Source: an optimization exercise on an open RTL-to-GDS flow (aim: small area). Production flows keep margins and buffers that such runs may drop.
Function was not checked in any run shown here: the RTL went through the layout flow alone.
The clock port is modelled as an ideal driver; clocking choices that lean on that would not hold on a real chip.
Power and IR drop assume default switching activity.

--- flow/flow/run.sh ---
#!/bin/bash
# Layout flow: the standard ORFS flow (standard.sh with synth_recipe.tcl)
# with these changes to how the layout is built:
#  - synthesis maps the logic with an area-oriented ABC script
#    (flow/abc_area.script, used through ABC_AREA=1 from a copy of ORFS's
#    scripts folder that differs only in that file); flip-flop mapping,
#    flattening and naming are the standard synthesis's;
#  - port buffers use sky130_fd_sc_hd__buf_1;
#  - clock tree synthesis inserts no dummy loads, and afterwards each leaf
#    clock buffer is shrunk to the smallest size that keeps every flip-flop clock
#    pin's slew under 110 ps (flow/post_cts.tcl).
# The make output goes to standard.log; each ORFS step keeps its own log
# under orfs/logs/.
set -euo pipefail
rm -rf myscripts
cp -r "$FLOW_HOME/scripts" myscripts
chmod -R u+w myscripts
cp -f flow/abc_area.script myscripts/abc_area.script
bash standard.sh \
  "SCRIPTS_DIR=$PWD/myscripts" \
  "POST_CTS_TCL=$PWD/flow/post_cts.tcl" \
  "BUFFER_PORTS_ARGS=-buffer_cell sky130_fd_sc_hd__buf_1" \
  "CTS_ARGS=-sink_clustering_enable -repair_clock_nets -sink_clustering_size 50 -sink_clustering_max_diameter 100 -buf_list sky130_fd_sc_hd__clkbuf_8 -dont_use_dummy_load" \
  finish > standard.log 2>&1
--- flow/flow/abc_area.script ---
strash
dch -f
amap
strash
dch -f
amap
strash
dch -f
amap
topo
--- flow/flow/post_cts.tcl ---
set clk_slew_target 0.110
if { [info exists ::env(CLK_SLEW_TARGET)] } { set clk_slew_target $::env(CLK_SLEW_TARGET) }
set clkbuf_sizes {sky130_fd_sc_hd__clkbuf_2 sky130_fd_sc_hd__clkbuf_4 sky130_fd_sc_hd__clkbuf_8 sky130_fd_sc_hd__clkbuf_16}

proc worst_clock_pin_slew {} {
  set worst 0.0
  foreach pin [get_pins -hierarchical */CLK] {
    foreach prop {slew_max_rise slew_max_fall} {
      set s [get_property $pin $prop]
      if { $s > $worst } { set worst $s }
    }
  }
  return $worst
}

estimate_parasitics -placement
puts "clock buffer resize: worst flip-flop clock slew before [worst_clock_pin_slew]"
set bufs {}
foreach inst [get_cells clkbuf_*] {
  # The root buffer (clkbuf_0_*) keeps its size, so the clock's insertion
  # delay stays as CTS made it.
  if { [string match clkbuf_0_* [get_full_name $inst]] } { continue }
  lappend bufs [get_full_name $inst]
}
set bufs [lsort -decreasing -dictionary $bufs]
foreach name $bufs {
  set inst [get_cells $name]
  set orig [get_property [get_lib_cells -of_objects $inst] name]
  set kept $orig
  foreach size $clkbuf_sizes {
    if { $size eq $orig } { break }
    replace_cell $inst $size
    if { [worst_clock_pin_slew] <= $clk_slew_target } {
      set kept $size
      break
    }
  }
  if { $kept ne [get_property [get_lib_cells -of_objects $inst] name] } {
    replace_cell $inst $kept
  }
  puts "clock buffer resize: $name $orig -> $kept"
}
puts "clock buffer resize: worst flip-flop clock slew after [worst_clock_pin_slew]"
detailed_placement
check_placement -verbose
--- flow/standard.sh ---
#!/bin/bash
# synth_recipe.tcl (not shown) runs the flow's synth.tcl, then flattens the netlist and writes it again
# the make line also repeats each setting of config.mk as NAME=value (left out here)
make -C /OpenROAD-flow-scripts/flow DESIGN_CONFIG=/design/flow/config.mk WORK_HOME=/design/flow/orfs CLKGATE_MAP_FILE= SYNTH_SCRIPT=/design/flow/synth_recipe.tcl "${@:-finish}"
--- flow/config.mk ---
export PLATFORM = sky130hd
export DESIGN_NAME = ts_speed
export DESIGN_NICKNAME = ts_speed
export VERILOG_FILES = /design/flow/design.v
export SDC_FILE = /design/flow/constraint.sdc
export NUM_CORES = 4
export LEC_CHECK = 0
export ABC_AREA = 1
export CAP_MARGIN = 20
export CORE_MARGIN = 2
export CORE_UTILIZATION = 60
export CTS_BUF_LIST = sky130_fd_sc_hd__clkbuf_8
export CTS_CLUSTER_DIAMETER = 100
export CTS_CLUSTER_SIZE = 50
export GPL_TIMING_DRIVEN = 0
export SLEW_MARGIN = 20
--- flow/constraint.sdc ---
create_clock -name core_clock -period 5.0 [get_ports {clk}]
set_input_delay 1.0000 -clock core_clock [delete_from_list [all_inputs] [get_ports {clk}]]
set_output_delay 1.0000 -clock core_clock [all_outputs]
set_load 0.01 [all_outputs]
--- flow/design.v ---
module ts_speed(
    clk,
    rst,
    ts_din,
    ts_din_en,
    rate_dout,
    rate_dout_en,
    rate_con_start,
    rate_con_end
);
    input         clk;
    input         rst;
    input  [31:0] ts_din;
    input         ts_din_en;
    input         rate_con_start;
    input         rate_con_end;
    output [7:0]  rate_dout;
    output        rate_dout_en;
    localparam IDLE = 2'd0, RATE_START = 2'd1, RATE_REC = 2'd2, RATE_SEND = 2'd3;
    localparam [10:0] CNT_START = {9'd200, 2'd1};    
    wire rec_end  = ~cnt[10] & ~cnt[9] & cnt[6] & cnt[5] & cnt[4] & cnt[2] & cnt[1];
    wire send_end = cnt[7] & cnt[5] & cnt[4] & cnt[3] & cnt[2] & cnt[0];
    reg  [1:0]  st;
    reg         en_r;
    reg  [10:0] cnt;
    reg         oen;         
    reg  [6:0]  lo [1:15];
    reg  [3:0]  slot0, slot1, slot2;
    reg         f4;          
    wire in_start = (st == RATE_START);
    wire in_rec   = (st == RATE_REC);
    wire clr      = in_start;
    always @(posedge clk) begin
        en_r <= ts_din_en;
        if (rst)
            st <= IDLE;
        else case (st)
            IDLE:       st <= rate_con_start ? RATE_START : IDLE;
            RATE_START: st <= rate_con_end ? IDLE : RATE_REC;
            RATE_REC:   st <= rate_con_end ? IDLE : rec_end ? RATE_SEND : RATE_REC;
            default:    st <= rate_con_end ? IDLE : send_end ? RATE_START : RATE_SEND;
        endcase
        oen <= ~rst & (st == RATE_SEND);
        if (in_start)
            cnt <= CNT_START;
        else begin
            cnt[1:0]  <= cnt[1] ? 2'd0 : cnt[1:0] + 2'd1;
            cnt[10:2] <= cnt[10:2] + cnt[1];
        end
    end
    wire [3:0] sel = oen ? cnt[5:2] : ts_din[3:0];
    reg  [6:0] rd;
    integer i;
    always @(*) begin
        rd = 7'd0;
        for (i = 1; i < 16; i = i + 1)
            if (sel == i) rd = lo[i];
    end
    wire hit  = in_rec & ts_din_en & ~en_r & (ts_din[31:4] == 28'd0);
    wire wrap  = hit & (&rd);
    wire full  = (slot2 != 4'd0);
    wire [6:0] inc  = rd + 7'd1;
    wire [6:0] wbus = clr ? 7'd0 : {inc[6] | (wrap & full), inc[5:0]};
    genvar k;
    generate
        for (k = 1; k < 16; k = k + 1) begin : g_lo
            always @(posedge clk)
                if (clr | (hit & (sel == k)))
                    lo[k] <= wbus;
        end
    endgenerate
    always @(posedge clk) begin
        if (clr | (wrap & ~full)) begin
            slot0 <= clr ? 4'd0 : ts_din[3:0];
            slot1 <= clr ? 4'd0 : slot0;
            slot2 <= clr ? 4'd0 : slot1;
        end
        if (clr | (wrap & full))
            f4 <= ~clr;
    end
    wire [3:0] ch = cnt[5:2];    
    wire [1:0] p3 = (slot0 == ch) + (slot1 == ch) + (slot2 == ch);
    wire       m4 = f4 & rd[6];
    wire [2:0] p  = p3 + m4;
    reg  [2:0] p_r;
    always @(posedge clk)
        p_r <= p;
    wire [9:0] cval = {p_r, rd[6] & ~f4, rd[5:0]};
    wire [5:0] up     = cnt[7:2];
    wire [1:0] ph     = cnt[1:0];
    wire       is_cnt = up[5] & (up[3:0] != 4'd0);
    wire       lo_b   = oen & is_cnt & ph[1];       
    wire       mid_b  = oen & is_cnt & ph[0];       
    wire       h30    = oen & ~up[5] & ~up[0];      
    wire       h31    = oen & ~up[5] &  up[0];      
    wire       h32    = oen &  up[5] & (up[3:0] == 4'd0);   
    assign rate_dout[7:3] = {5{lo_b}} & cval[7:3];
    assign rate_dout[2]   = (lo_b & cval[2]) | h30;
    assign rate_dout[1]   = (lo_b & cval[1]) | (mid_b & cval[9]);
    assign rate_dout[0]   = (lo_b & cval[0]) | (mid_b & cval[8]) | (h30 & ph[1]) |
                            (h31 & ph[0]) | (h32 & ~ph[0]);
    assign rate_dout_en = oen;
endmodule
==> reports/metrics.csv, run 1 <==
stage,metric,value,unit
critical_path,kind of critical path,reg2out,
route,WL final,12600,um
cells_and_area,Multi-input gate area,1600,um2
critical_path,critical path's slowest cell,dfxtp_2,
critical_path,crit path cell chain,clkinv_1 > o22ai_2 > clkinv_1 > nand2_1 > or3_1 > clkinv_1 > a22o_1 > a221oi_1 > nand3_1 > o32ai_1 > a21boi_2 > nor2_1 > buf_1,
cells_and_area,Reg area,3910,um2
critical_path,Most common cell on crit path,clkinv_1,
pwr,Static Leakage,1.94,nW
synthesis,top cell type's share of synthesized area,63.9,%
timing,clock skew,0.0521,ns
critical_path,Setup crit start,oen,
pwr,maximum vdd drop,192,uV
timing,highest achievable clock rate,0.211,GHz
cells_and_area,Final Non-Filler Cells,596,
hold_path,worst hold path stage count,1,
critical_path,R2R cell count,18,
job,max cap viols,0,
grt,largest net degree at the start of global routing,22,
critical_path,crit-path max FO,8,
floorplan,Ports,46,
route,Vias,3909,
floorplan,Starting Density,60.9,%
pwr,Cell Pwr Density,372,nW/um2
place,placed instance count,578,
floorplan,Die Span Y,100,um
timing,Slew @ Worst Pin,1.10,ns
synthesis,synth unique cells,37,
cells_and_area,Layout Nets,531,
critical_path,R2R Setup Slk,0.36,ns
route,via/cell ratio,6.56,
timing,"Hold Vio Cnt, Final",0,
critical_path,Reg-to-Reg End,lo[6][6],
route,Detail Route Antenna Nets,0,
synthesis,Mean Syn Cell Area,13.2,um2
floorplan,row count,35,
floorplan,core outline area,9110,um2
critical_path,crit path capture type,primary output,
timing,Tmin final,4.74,ns
synthesis,#FFs+latches synth,136,
timing,Final setup viols,0,
timing,unrepaired setup endpoints after global routing,false,
place,dpl hpwl,8600,um
hold_path,min-delay src,cnt[10],
place,count of input and output buffers,45,
critical_path,RR Startpoint,oen,
grt,first-pass GRT wire length,19300,um
critical_path,"Req. time, crit path",4.00,ns
clock_tree,CTS Sinks,136,
critical_path,max incr delay on CP,0.45,ns
synthesis,Mapped Cells,419,
hold_path,WHS Endpoint,cnt[10],
cells_and_area,fraction of layout cells with a size suffix above 1,9.69,%
hold_path,worst min path class,reg2reg,
route,total iterations of the first detailed-routing run,7,
timing,final setup TNS,0,ns
cells_and_area,# diodes,0,
route,DR WL/cell,21.2,um
cells_and_area,P&R area growth vs syn,10.8,%
timing,Tcrit/Tclk final,94.8,%
cells_and_area,Filler Cell Count,706,
place,gpl congestion,0.829,
grt,vias in the first global route,3505,
floorplan,Die Wd,100,um
clock_tree,"CTS clk-pin slew, worst paths",0.09,ns
synthesis,Netlist Area Pre-Place,5550,um2
synthesis,synth top area cells,"edfxtp_1 (64%), dfxtp_1 (6.5%), clkinv_1 (3.0%)",
route,drc violations,0,
synthesis,register area share after synthesis,70.4,%
grt,initial antenna violation count,0,
synthesis,post-synth top area cell,edfxtp_1,
critical_path,Critical Path AT,3.74,ns
floorplan,full die area,10000,um2
grt,GRT Residual Overflow,0,
clock_tree,CTS tree,built,
synthesis,Mapped Nets,463,
grt,GRT Total Usage,26.5,%
route,initial DRC count,446,
timing,Slew Limit Headroom,26.1,%
outcome,status,"complete, no violations",
timing,Slew Limit Fails,0,
synthesis,yosys warns,2,
critical_path,startpoint types,register,
clock_tree,Clock Latency Late Sink,0.42,ns
[stage by stage]
step | worst slack, ns | hold WS [ns] | cell area, um2 | util, % | total power, mW
after global routing | 0.00972 | 0.547 | 6150 | 67.5 | 2.38
after global placement | -1.11 | 0.456 | 5860 | 64.3 | 1.78
final | 0.261 | 0.512 | 6150 | 67.5 | 2.29
after detailed placement | -0.830 | 0.513 | 5910 | 64.9 | 1.80
after floorplan | 0.312 | 0.438 | 5550 | - | 1.66
[synth_stat cells]
cell type,count
edfxtp_1,118
clkinv_1,44
nor2_1,36
o21ai_0,24
nand2_1,23
dfxtp_1,18
nor3_1,17
o22ai_1,14
nor2b_1,12
a22oi_1,11
a222oi_1,10
a22o_1,10
a21oi_1,9
nand4_1,8
or4_1,8
a221oi_1,7
ha_1,6
nand3_1,5
nor4_1,5
or3_1,5
a2111oi_0,4
o31ai_1,4
a211oi_1,3
o21a_1,3
o32ai_1,2
or2_0,2
a211o_1,1
a21boi_0,1
a221o_1,1
a311o_1,1
a31oi_1,1
a32oi_1,1
and2_0,1
and3_1,1
fa_1,1
nand3b_1,1
o311ai_0,1
[per-layer routing]
| layer | up-vias | wire length [um] | global-route usage (%) |
|---|---|---|---|
| li1 | 1778 | - | - |
| met1 | 1911 | 5630 | 41.3 |
| met5 | - | 0 | 0 |
| met4 | 0 | 228 | 8.96 |
| met2 | 203 | 5570 | 36.3 |
| met3 | 17 | 1220 | 7.24 |
[registers in the layout (all words and copies together) (netlist names)]
name   count
lo       105
cnt       11
slot0      4
slot1      4
slot2      4
p_r        3
st         2
en_r       1
f4         1
oen        1
[area by class of cell]
| type | count | area share [%] |
|---|---|---|
| Sequential cell | 136 | 63.5 |
| Multi-Input combinational cell | 239 | 26.0 |
| Timing Repair Buffer | 49 | 3.26 |
| Inverter | 44 | 2.69 |
| Clock buffer | 17 | 2.26 |
| Tap cell | 111 | 2.26 |
[where the power goes]
group | switching (mW) | internal [mW] | leakage [nW]
Clock | 0.327 | 0.172 | 0.0846
Sequential | 0.0546 | 1.39 | 1.26
Combinational | 0.241 | 0.102 | 0.598
Total | 0.622 | 1.67 | 1.94
[worst max-delay path, delay by kind of cell, from the launching register on]
kind | cells | cell delay [ns]
DFF | 1 | 0.45
AOI/OAI and AO/OA | 5 | 1.51
buffers and inverters | 4 | 0.72
and+or+nand+nor | 4 | 0.63
[cell families (layout without fill, tap and decap cells)]
| group | count (synthesis) | in the layout | share of synthesized area, % |
|---|---|---|---|
| fa+ha+maj | 7 | 7 | 1.71 |
| compound gates | 108 | 108 | 13.9 |
| flops | 136 | 136 | 70.4 |
| simple gates | 124 | 124 | 11.0 |
| buf+inv | 44 | 110 | 2.98 |
[worst max path at each step]
stage	to	slack, ns	cells after the start
floorplan	slot0[0]	0.31	15
global placement	slot0[0]	-1.11	16
detailed placement	lo[1][6]	-0.83	18
global route	rate_dout[5]	0.01	13
finish	rate_dout[5]	0.26	13
[layout by cell type (no fill, tap or decap), types with 7 or more instances in the layout]
cell type	instances
clkinv_1	43
o21ai_0	14
dfxtp_1	17
nor2b_1	11
clkbuf_4	11
or4_1	8
edfxtp_1	118
o21ai_1	9
o22ai_1	12
nor3_1	11
buf_1	45
nand2_1	21
a22o_1	10
a222oi_1	10
nand4_1	8
a21oi_1	7
a22oi_1	11
nor2_1	32
==> inputs of run 2 (changes only) <==
--- a/flow/design.v
+++ b/flow/design.v
@@ -80,11 +80,10 @@
     end
     wire [3:0] ch = cnt[5:2];    
-    wire [1:0] p3 = (slot0 == ch) + (slot1 == ch) + (slot2 == ch);
-    wire       m4 = f4 & rd[6];
-    wire [2:0] p  = p3 + m4;
-    reg  [2:0] p_r;
+    reg  [1:0] p3_r;
     always @(posedge clk)
-        p_r <= p;
-    wire [9:0] cval = {p_r, rd[6] & ~f4, rd[5:0]};
+        p3_r <= (slot0 == ch) + (slot1 == ch) + (slot2 == ch);
+    wire [2:0] p3i = f4 ? {p3_r[1] & p3_r[0], p3_r[1] ^ p3_r[0], ~p3_r[0]} : {1'b0, p3_r};
+    wire [2:0] p   = rd[6] ? p3i : {1'b0, p3_r};
+    wire [9:0] cval = {p, rd[6] & ~f4, rd[5:0]};
     wire [5:0] up     = cnt[7:2];
     wire [1:0] ph     = cnt[1:0];
==> run 2 against run 1 <==
Net effect: non-clock buffer count increased by 14; sequential cell count down 1; design area grew 3.4%; clock power decreased by 2%; hold slack got worse by 0.041 ns; critical path depth is 2 lower; highest routed layer unchanged.
==> reports/metrics.csv, run 2 <==
stage,metric,value,unit,change
timing,Slew Limit Headroom,24.6,%,-1.5 points
grt,largest net degree at the start of global routing,23,,+4.5%
critical_path,"Req. time, crit path",4.00,ns,about the same
synthesis,synth unique cells,34,,-8.1%
critical_path,crit path cell chain,buf_1 > o22ai_4 > nand2_2 > nor3_2 > a222oi_1 > a31oi_1 > clkinv_1 > a31oi_1 > clkinv_1 > o22ai_1 > buf_1,,
clock_tree,CTS Sinks,135,,-0.74%
pwr,maximum vdd drop,250,uV,+30%
cells_and_area,Layout Nets,543,,+2.3%
critical_path,crit path capture type,primary output,,
timing,clock skew,0.0488,ns,-0.00332 ns
cells_and_area,# diodes,0,,unchanged
cells_and_area,"most common cell after layout, fill and taps aside",edfxtp_1,,
timing,Tcrit/Tclk final,97.7,%,+2.9 points
route,WL final,13100,um,+3.9%
hold_path,worst min path class,reg2reg,,
timing,Tmin final,4.88,ns,+0.144 ns
cells_and_area,max reg flops,105,,unchanged
timing,Slew Limit Fails,0,,unchanged
pwr,Cell Pwr Density,361,nW/um2,-2.9%
place,placed instance count,576,,-0.35%
grt,first-pass GRT wire length,19500,um,+0.85%
critical_path,RR Startpoint,cnt[2],,
place,Setup WS pre-CTS,-1.31,ns,-0.480 ns
critical_path,max incr delay on CP,0.55,ns,+0.10 ns
floorplan,Die Span Y,99.8,um,-0.38%
route,drc violations,0,,unchanged
hold_path,worst hold path stage count,2,,+1
clock_tree,Clock Latency Late Sink,0.42,ns,about the same
critical_path,startpoint types,input pin,,
pwr,Static Leakage,2.01,nW,+3.5%
route,initial DRC count,407,,-8.7%
place,dpl hpwl,8720,um,+1.5%
synthesis,top cell type's share of synthesized area,64.4,%,+0.51 points
synthesis,Synth async-reset ratio,0,%,unchanged
cells_and_area,Largest regs,"lo x105, cnt x11",,
route,Detail Route Antenna Nets,0,,unchanged
outcome,status,"complete, no violations",,
place,count of input and output buffers,45,,unchanged
grt,met3 Use GR,5.08,%,-2.2 points
grt,global routing's busiest layer,met2,,
clock_tree,CTS tree,built,,
floorplan,full die area,9960,um2,-0.77%
synthesis,Netlist Area Pre-Place,5500,um2,-0.79%
cells_and_area,Final Non-Filler Cells,606,,+1.7%
critical_path,R2R cell count,15,,-3
timing,highest achievable clock rate,0.205,GHz,-2.9%
synthesis,synth top area cells,"edfxtp_1 (64%), dfxtp_1 (6.2%), clkinv_1 (3.4%)",,
synthesis,Post-synth top cells,"edfxtp_1 (118), clkinv_1 (50), nor2_1 (38)",,
synthesis,#FFs+latches synth,135,,-0.74%
cells_and_area,Reg with most FFs,lo,,
grt,met1 usage,37.0,%,-4.2 points
route,via/cell ratio,6.43,,-2.0%
floorplan,Die Wd,99.8,um,-0.38%
job,max cap viols,0,,unchanged
synthesis,Mapped Cells,417,,-0.48%
cells_and_area,P&R area growth vs syn,15.5,%,
hold_path,min-delay src,cnt[10],,
floorplan,Starting Density,62.5,%,+1.6 points
critical_path,Critical Path AT,3.88,ns,+0.14 ns
critical_path,R2R Setup Slk,0.47,ns,+0.11 ns
timing,Slew @ Worst Pin,1.12,ns,+0.0229 ns
synthesis,yosys warns,2,,unchanged
cells_and_area,fraction of layout cells with a size suffix above 1,14.7,%,+5.0 points
route,total iterations of the first detailed-routing run,8,,+1
synthesis,prevailing post-synth register cell,edfxtp_1,,
grt,met2 capacity usage during global routing,42.4,%,+6.1 points
timing,final worst slack,0.117,ns,-0.144 ns
synthesis,most frequent cell after synthesis,edfxtp_1,,
route,Vias,3897,,-0.31%
synthesis,Mapped Nets,460,,-0.65%
route,DR WL/cell,21.7,um,+2.2%
clock_tree,"CTS clk-pin slew, worst paths",0.10,ns,about the same
synthesis,Mean Syn Cell Area,13.2,um2,-0.31%
critical_path,critical path's slowest cell,nor3_2,,
grt,GRT Total Usage,26.8,%,+0.30 points
timing,"Hold Vio Cnt, Final",0,,unchanged
floorplan,Ports,46,,unchanged
floorplan,row count,34,,-2.9%
critical_path,kind of critical path,in2out,,
synthesis,register area share after synthesis,70.6,%,+0.20 points
grt,initial antenna violation count,0,,unchanged
timing,Final setup viols,0,,unchanged
hold_path,WHS Endpoint,cnt[10],,
floorplan,core outline area,8810,um2,-3.3%
place,gpl congestion,0.887,,+7.1%
synthesis,number of synthesized flops with an enable pin,118,,unchanged
critical_path,crit-path max FO,8,,unchanged
grt,vias in the first global route,3665,,+4.6%
cells_and_area,Filler Cell Count,587,,-17%
cells_and_area,"leading cell types in the layout, fill and taps excluded","edfxtp_1 (118), buf_1 (45), clkinv_1 (43), nor2_1 (34), nand2_1 (17)",,
place,DP Area,5920,um2,+0.19%
synthesis,post-synth top area cell,edfxtp_1,,
grt,GRT Residual Overflow,0,,unchanged
pwr,Pwr Total,2.30,mW,+0.33%
cells_and_area,Final Instance Area,6360,um2,+3.4%
critical_path,Reg-to-Reg End,slot0[2],,
## run 2: cell count changes after synthesis, sizes merged, moves of 4 or more
cell	delta
nor2b	-4
clkinv	+6
a21oi	-4
nand2	-4
nor4	+10
a222oi	+6
or3	-5
a22oi	+5
a22o	-5
## run 2: worst max-delay path: cells and delay by family
kind / cells / cell delay, ns
AO/OA/AOI/OAI: 5 / 1.46
AND/OR/NAND/NOR: 2 / 0.78
buffers and inverters: 4 / 0.64
## run 2: cells by family after synthesis
| family | synth area share [%] |
|---|---|
| fa+ha+maj | 1.50 |
| buf+inv | 3.41 |
| simple gates | 11.0 |
| flops | 70.6 |
| compound gates | 13.5 |
## run 2: worst max path at each step
stage               depth (start not counted)      start            to  slack, ns
floorplan                                  13  ts_din[0]      slot0[0]       0.22
global placement                           11  ts_din[0]      lo[3][4]      -1.57
detailed placement                         13  ts_din[0]      slot1[3]      -1.31
global route                               15  ts_din[0]  rate_dout[0]      -0.05
finish                                     11  ts_din[2]  rate_dout[2]       0.12
## run 2: area by class of cell
cell class | instances | area [um2] | share of cell area [%]
Sequential cell | 135 | 3890 | 61.2
Multi-Input combinational cell | 233 | 1680 | 26.4
Timing Repair Buffer | 63 | 305 | 4.80
Inverter | 50 | 210 | 3.31
Clock buffer | 17 | 139 | 2.19
Tap cell | 108 | 135 | 2.13
## run 2: layer usage
layer	vias up	share of wire, %
li1	1813	-
met1	1861	40
met2	194	50
met3	29	7.5
met4	0	3.0
met5	-	0
## run 2: metrics by stage
| stage | setup TNS (ns) | hold slack (ns) | util [%] |
|---|---|---|---|
| after global routing | -0.0573 | 0.504 | 72.2 |
| final | 0 | 0.471 | 72.2 |
| after global placement | -109.19 | 0.462 | 66.0 |
| after detailed placement | -97.92 | 0.462 | 67.3 |
| after floorplan | 0 | 0.438 | - |
## run 2: power breakdown
part / switching, mW / total, mW / internal, mW / leakage, nW
Combinational: 0.247 / 0.361 / 0.115 / 0.675
Clock: 0.316 / 0.488 / 0.172 / 0.0846
Sequential: 0.0624 / 1.45 / 1.38 / 1.25
Total: 0.626 / 2.30 / 1.67 / 2.01
==> inputs of run 3 (changes only) <==
--- a/flow/flow/run.sh
+++ b/flow/flow/run.sh
@@ -7,4 +7,6 @@
 #    flattening and naming are the standard synthesis's;
 #  - port buffers use sky130_fd_sc_hd__buf_1;
+#  - after global routing, gates on paths with positive slack are
+#    downsized (RECOVER_POWER=100);
 #  - clock tree synthesis inserts no dummy loads, and afterwards each leaf
 #    clock buffer is shrunk to the smallest size that keeps every flip-flop clock
@@ -20,4 +22,5 @@
   "SCRIPTS_DIR=$PWD/myscripts" \
   "POST_CTS_TCL=$PWD/flow/post_cts.tcl" \
+  "RECOVER_POWER=100" \
   "BUFFER_PORTS_ARGS=-buffer_cell sky130_fd_sc_hd__buf_1" \
   "CTS_ARGS=-sink_clustering_enable -repair_clock_nets -sink_clustering_size 50 -sink_clustering_max_diameter 100 -buf_list sky130_fd_sc_hd__clkbuf_8 -dont_use_dummy_load" \
==> run 3 against run 2 <==
Net effect: still clean; critical path depth is 1 higher; clock power hardly changed; register-to-register slack hardly changed; synthesized area stayed put; via count is 0.49% lower; routed wire length grew 0.21%; first-iteration DRC count down 1.5%; design area fell by 0.33%; sequential share of layout area up 0.21 points; fmax is 0.29% higher; critical endpoint unchanged; largest cell class unchanged.
==> reports/metrics.csv, run 3 <==
stage,metric,value,unit,change
critical_path,critical path's slowest cell,nor4_4,,
synthesis,prevailing post-synth register cell,edfxtp_1,,
pwr,NetSw,0.625,mW,-0.13%
pwr,Cell Pwr Density,362,nW/um2,+0.22%
cells_and_area,Largest regs,"lo x105, cnt x11",,
critical_path,Critical Path AT,3.87,ns,about the same
floorplan,row count,34,,unchanged
pwr,maximum vdd drop,250,uV,+0.22%
timing,"Hold Vio Cnt, Final",0,,unchanged
place,DP Area,5920,um2,unchanged
synthesis,register area share after synthesis,70.6,%,unchanged
cells_and_area,Reg area,3890,um2,unchanged
critical_path,R2R Setup Slk,0.47,ns,about the same
synthesis,synth top area cells,"edfxtp_1 (64%), dfxtp_1 (6.2%), clkinv_1 (3.4%)",,
cells_and_area,max reg flops,105,,unchanged
synthesis,Mapped Cells,417,,unchanged
timing,Slew Limit Headroom,12.8,%,-12 points
synthesis,Post-synth top cells,"edfxtp_1 (118), clkinv_1 (50), nor2_1 (38)",,
pwr,Switching Share,27.2,%,about the same
timing,final setup TNS,0,ns,unchanged
hold_path,worst min path class,reg2reg,,
synthesis,synth unique cells,34,,unchanged
synthesis,number of synthesized flops with an enable pin,118,,unchanged
critical_path,kind of critical path,in2out,,
pwr,P_int,1.67,mW,-0.11%
place,gpl congestion,0.887,,unchanged
critical_path,"Buf+Inv Stages, Crit Path",5,,+1
cells_and_area,"leading cell types in the layout, fill and taps excluded","edfxtp_1 (118), buf_1 (45), clkinv_1 (43), nor2_1 (35), o21ai_0 (24)",,
floorplan,Die Span Y,99.8,um,unchanged
clock_tree,Clock Latency Late Sink,0.41,ns,about the same
grt,GRT Total Usage,26.8,%,unchanged
timing,highest achievable clock rate,0.205,GHz,+0.29%
cells_and_area,"most common cell after layout, fill and taps aside",edfxtp_1,,
outcome,status,"complete, no violations",,
route,Vias,3878,,-0.49%
clock_tree,CTS tree,built,,
floorplan,Starting Density,62.5,%,unchanged
synthesis,yosys warns,2,,unchanged
cells_and_area,P&R area growth vs syn,15.1,%,
critical_path,Worst path depth,12,,+1
place,dpl hpwl,8720,um,unchanged
critical_path,RR Startpoint,cnt[2],,
cells_and_area,Filler Cell Count,592,,+0.85%
timing,Final setup viols,0,,unchanged
critical_path,R2R cell count,16,,+1
floorplan,Die Wd,99.8,um,unchanged
grt,vias in the first global route,3665,,unchanged
cells_and_area,Multi-input gate area,1670,um2,-0.60%
critical_path,crit-path max FO,8,,unchanged
critical_path,cell family with most CP delay,compound AO/OA/AOI/OAI gates,,
critical_path,startpoint types,input pin,,
synthesis,Synth async-reset ratio,0,%,unchanged
timing,Tcrit/Tclk final,97.4,%,-0.28 points
route,initial DRC count,401,,-1.5%
cells_and_area,Reg with most FFs,lo,,
synthesis,top cell type's share of synthesized area,64.4,%,unchanged
cells_and_area,Final Instance Area,6330,um2,-0.33%
route,total iterations of the first detailed-routing run,8,,unchanged
critical_path,Setup crit end,rate_dout[2],,
synthesis,#FFs+latches synth,135,,unchanged
clock_tree,CTS Sinks,135,,unchanged
route,via/cell ratio,6.40,,-0.49%
timing,worst hold slack,0.471,ns,+0.000118 ns
timing,Slew Limit Fails,0,,unchanged
floorplan,Ports,46,,unchanged
critical_path,crit path cell chain,buf_1 > o22ai_2 > buf_4 > nor4_4 > a22o_1 > a211oi_1 > a31oi_1 > clkinv_1 > a31oi_1 > clkinv_1 > o22ai_1 > buf_1,,
cells_and_area,Layout Nets,543,,unchanged
route,Detail Route Antenna Nets,0,,unchanged
critical_path,"Req. time, crit path",4.00,ns,about the same
critical_path,max incr delay on CP,0.55,ns,about the same
place,count of input and output buffers,45,,unchanged
route,drc violations,0,,unchanged
route,DR WL/cell,21.7,um,+0.21%
cells_and_area,fraction of layout cells with a size suffix above 1,13.9,%,-0.80 points
synthesis,Netlist Area Pre-Place,5500,um2,unchanged
timing,Tmin final,4.87,ns,-0.0140 ns
timing,Slew @ Worst Pin,1.29,ns,+0.175 ns
floorplan,core outline area,8810,um2,unchanged
pwr,Comb pwr share,15.6,%,about the same
pwr,Flop pwr share,63.1,%,about the same
synthesis,most frequent cell after synthesis,edfxtp_1,,
pwr,Static Leakage,2.00,nW,-0.23%
timing,clock skew,0.0514,ns,+0.00267 ns
clock_tree,"CTS clk-pin slew, worst paths",0.10,ns,about the same
floorplan,full die area,9960,um2,unchanged
synthesis,Mean Syn Cell Area,13.2,um2,unchanged
grt,first-pass GRT wire length,19500,um,unchanged
synthesis,post-synth top area cell,edfxtp_1,,
pwr,Clock Power Share,21.3,%,about the same
critical_path,Setup crit start,ts_din[2],,
critical_path,crit path capture type,primary output,,
grt,GRT Residual Overflow,0,,unchanged
job,max cap viols,0,,unchanged
grt,largest net degree at the start of global routing,23,,unchanged
synthesis,Mapped Nets,460,,unchanged
grt,initial antenna violation count,0,,unchanged
cells_and_area,# diodes,0,,unchanged
route,WL final,13200,um,+0.21%
critical_path,Reg-to-Reg End,lo[9][5],,
-- run 3: worst min-delay path, cell delays in order (launching register included) --
cell and delay, ns:
dfxtp_1 0.33, clkinv_1 0.05, a211oi_1 0.05
-- run 3: metal layers --
metal | routed length [um] | track usage [%] | part of all wire [%]
met5 | 0 | 0 | 0
met4 | 339 | 11.4 | 2.6
met3 | 824 | 5.08 | 6.3
met2 | 6540 | 42.4 | 50
met1 | 5460 | 37.0 | 41
-- run 3: cell families after synthesis --
logic type / count (synthesis) / share of synthesized area [%]
flops: 135 / 70.6
simple gates: 122 / 11.0
compound gates: 104 / 13.5
buf+inv: 50 / 3.41
fa+ha+maj: 6 / 1.50
-- run 3: final cells by class --
class,instances,share of cell area [%]
sequential,135,61.4
multi-input combinational,233,26.3
timing repair buffer,63,4.64
inverter,50,3.32
clock buffer,17,2.19
tap,108,2.13
-- run 3: stage by stage --
step	cells	setup slack (ns)	total power, mW	util (%)
5_1_grt	606	-0.0431	2.38	71.9
3_5_place_dp	576	-1.31	1.79	67.3
3_3_place_gp	570	-1.57	1.76	66.0
6_report	606	0.131	2.29	71.9
2_1_floorplan	417	0.225	1.65	-
-- run 3: worst min path at each step --
stage | from | endpoint | slack (ns) | cells past startpoint
floorplan | cnt[10] | cnt[10] | 0.44 | 2
global placement | cnt[10] | cnt[10] | 0.46 | 2
detailed placement | cnt[10] | cnt[10] | 0.46 | 2
global route | cnt[10] | cnt[10] | 0.50 | 2
finish | cnt[10] | cnt[10] | 0.47 | 2
-- run 3: power by group through the flow --
stage	Combinational (mW)	Sequential [mW]	Clock (mW)
2_1_floorplan	0.204	1.45	0
3_3_place_gp	0.299	1.46	0
3_5_place_dp	0.321	1.46	0
5_1_grt	0.395	1.46	0.530
6_report	0.358	1.45	0.488

## re-timing with driven ports
No port has a modelled driver above. Below, the same layouts with a new extraction and two added sets of constraints. Step 1 (the two cells are an assumption about what drives the block):
set clk [get_ports {clk}]
set_driving_cell -lib_cell sky130_fd_sc_hd__clkbuf_16 $clk
set_driving_cell -lib_cell sky130_fd_sc_hd__buf_2 [delete_from_list [all_inputs] $clk]
Step 2 adds t to the input delays and takes it off the output delays; t is the mean of the earliest and latest rising clock arrival at the registers after step 1. Input paths then give back, and output paths get back, about the clock's delay inside the block. Slacks: ideal / step 1 / step 2; pairs: ideal / step 1.
| run | shift t [ns] | setup WS [ns] | hold WS [ns] | worst setup path after step 2 | worst slew at a driven data input, ns |
|---|---|---|---|---|---|
| run 1 | 0.415 | 0.261 / 0.235 / -0.068 | 0.512 / 0.512 / 0.512 | input to register | 0.03 |
| run 2 | 0.422 | 0.117 / 0.095 / -0.076 | 0.471 / 0.471 / 0.471 | input to register | 0.04 |
| run 3 | 0.416 | 0.131 / 0.107 / -0.072 | 0.471 / 0.471 / 0.471 | input to register | 0.04 |
With both steps, setup timing fails in every run listed, where it was met with ideal ports. The setup slack of run 1, which loses most, moves by -0.026 ns with the drivers and by -0.329 ns with both steps.
